From an optimization exercise on the open Yosys and OpenROAD flow, aimed at small area; shortcuts taken in it are not production practice. Only simulation tests tie the RTL to the original design; equivalence was not proved. Power is estimated from default activity; no workload was simulated.

Setup of run a:
Design i2c_counter_slave, start of the top module:
module i2c_counter_slave #(
    parameter [6:0] I2C_ADDR = 7'b111_1111
) (
    input  logic clk,
    input  logic reset,    
    input  logic SCL,
    input  logic sda_i,
    output logic sda_o,
    output logic sda_oe,
    output [7:0]  fnd_data,
    output [3:0]  fnd_com,
    output [15:0] led
);
Size in the first run: about 1300 cells after synthesis, ~180 flip-flops, ~34 I/O pins, ~10000 sq um of cells after synthesis.
export LEC_CHECK = 0
export ABC_AREA = 1
export CAP_MARGIN = 20
export CORE_MARGIN = 2
export CORE_UTILIZATION = 75
export CTS_BUF_LIST = sky130_fd_sc_hd__clkbuf_8
export PLACE_DENSITY = 0.85
export SLEW_MARGIN = 20
create_clock -name core_clock -period 150.0 [get_ports {clk}]
standard.sh (not shown) runs the stock make flow with config.mk's settings and CLKGATE_MAP_FILE= SYNTH_SCRIPT=/design/flow/synth_recipe.tcl, a recipe that flattens the netlist after the stock synthesis.
==> flow/flow/run.sh <==
#!/bin/bash
# The standard layout with three changes to how the layout is built:
#  * the port buffers are the smallest buffer cell (sky130_fd_sc_hd__buf_1)
#    instead of the delay buffer buffer_ports picks by default;
#  * before detailed placement the resizer's power recovery downsizes cells
#    that have timing slack to spare (flow/downsize.tcl);
#  * clock tree synthesis inserts no dummy loads (the clock buffers are the
#    same clkbuf_8 the flow settings ask for).
# Synthesis is the unchanged standard synthesis. Each step's full output
# goes to its own log file in this folder.
set -euo pipefail
here=$(pwd)
bash standard.sh synth > synth_make.log 2>&1
BUFFER_PORTS_ARGS="-buffer_cell sky130_fd_sc_hd__buf_1" \
PRE_DETAIL_PLACE_TCL="$here/flow/downsize.tcl" \
CTS_ARGS="-sink_clustering_enable -repair_clock_nets -buf_list sky130_fd_sc_hd__clkbuf_8 -dont_use_dummy_load" \
  bash standard.sh finish > layout_make.log 2>&1
==> flow/flow/downsize.tcl <==
# Runs before detailed placement: with the clock period far above every path
# delay, let the resizer's power recovery move cells to their smallest sizes
# that still meet timing (registers keep their cell type).
source $::env(PLATFORM_DIR)/setRC.tcl
set_dont_use $::env(DONT_USE_CELLS)
estimate_parasitics -placement
repair_timing -recover_power 100
Changes in run b relative to run a:
--- a/flow/design.v
+++ b/flow/design.v
@@ -60,21 +60,22 @@
     wire updn = reg0[1];
     wire clr  = reg0[2];
     wire load = reg0[3];
     wire tick1k = (pv == 4'd10);
     wire tick   = tick1k & (pw == 7'd99);
     wire nss     = ~start & ~stop;
     wire addr_ok = (sh[7:1] == I2C_ADDR);
     wire st_tx   = (state == S_TX);
     assign sda_oe = nss & (((state == S_ACKA) & addr_ok) | (state == S_ACKR) |
                            (state == S_ACKX) | st_tx);
-    assign sda_o  = st_tx & wk[31];
+    wire   rd_bit = reg1[~wcnt[4:0]];    
+    assign sda_o  = st_tx & ((ra == 2'd1) ? rd_bit : wk[31]);
     wire wr      = nss & (state == S_RX) & scl_fall & (bc == 3'd7);
     wire acka    = nss & scl_fall & (state == S_ACKA) & addr_ok;
     wire divgo   = acka & ~sh[0];
     wire txsh    = nss & scl_fall & ((st_tx & (bc != 3'd7)) |
                                      ((state == S_MACK) & ~sh[0]));
     wire cap     = start_nx & ~((state == S_RX) & (ra == 2'd0));
     always_ff @(posedge clk or posedge reset) begin
         if (reset) begin
             state <= S_IDLE;
             ra    <= 2'd0;
@@ -161,28 +162,28 @@
         logic [15:0] a;
         for (int i = 0; i < 4; i++)
             a[4*i +: 4] = dv ? add3(x[4*i +: 4]) : x[4*i +: 4];
         shl = {x[32] | x[31], x[30:16], a[15], a[14:0], dv ? b : x[31]};
     endfunction
     wire [3:0] en = {~wcnt[3], wcnt[3:0] <= 4'd9, wcnt[3:0] <= 4'd11, wcnt[3:0] <= 4'd13};
     wire rcap = start & (ra != 2'd2);
     always_ff @(posedge clk) begin
         if (cap || rcap || divgo) begin
             wk       <= {1'b0, cap ? {hi, lo} :
-                               (rcap && ra == 2'd0) ? reg0 :
-                               (rcap && ra == 2'd1) ? reg1 : 32'd0};
+                               (rcap && ra == 2'd0) ? reg0 : 32'd0};
             wdiv     <= divgo;
-            wcnt     <= {1'b0, rcap, 4'd0};
+            wcnt     <= {rcap, 5'd0};
         end else if (txsh || (wdiv && !wcnt[5])) begin
-            wk       <= shl(wk, reg1[~wcnt[4:0]], wdiv);
+            wk       <= shl(wk, rd_bit, wdiv);
             if (wdiv) wcnt <= wcnt + 6'd1;
-        end else if (!wdiv && !wcnt[4]) begin
+            else if (ra == 2'd1) wcnt[4:0] <= wcnt[4:0] + 5'd1;
+        end else if (!wdiv && !wcnt[5] && !wcnt[4]) begin
             wk[31:0] <= half_step(half_step(wk[31:0], en), en);
             wcnt     <= wcnt + 6'd1;
         end
     end
     function automatic logic [4:0] bcd_step(input logic [3:0] d, input logic up);
         logic [3:0] n;
         logic w;
         if (up) begin
             w    = d[3] & d[0];
             n[0] = ~d[0];
Results
Fmax: run b below run a. Run b vs run a: final clock period utilization by the worst path up in run b. Run a has a lower delay of the slowest critical-path stage than run b. Combinational power delta for run b relative to run a: about 13% higher. Hold slack: run a vs run b — no meaningful difference. From run a to run b the numbers moved as follows: time the final worst path needs with I/O delays and setup went up, total routed wirelength now smaller, final instance area now sits lower, power increased about 5.4%, number of instances in the synthesized netlist fell about 3.5%. Via count shrinks by a few percent when moving from run a to run b. Looking at share of power burned in the clock network, run b sits 1.1 points below run a.

re-timing with driven ports:
Ports are ideal in the flow. The routed layouts listed here were re-timed in OpenROAD.
Step 1 (the two cells are an assumption about what drives the block):
set clk [get_ports {clk}]
set_driving_cell -lib_cell sky130_fd_sc_hd__clkbuf_16 $clk
set_driving_cell -lib_cell sky130_fd_sc_hd__buf_2 [delete_from_list [all_inputs] $clk]
Step 2 moves the port delays by t, midway between the first and last clock arrival at a register: inputs arrive t later, outputs are due t later. That takes back most of the time a late clock gives input paths.
Slacks: ideal ports / drivers / drivers and shift; pairs: ideal ports / drivers.
run | shift t [ns] | slack for setup (ns) | worst hold slack (ns) | worst register clock-pin slew, ns
run a | 0.501 | 117.390 / 117.350 / 117.851 | 0.390 / 0.390 / 0.390 | 0.09 / 0.09
run b | 0.497 | 116.861 / 116.825 / 117.323 | 0.388 / 0.388 / 0.388 | 0.09 / 0.09
After both steps setup and hold are still met in every run listed.
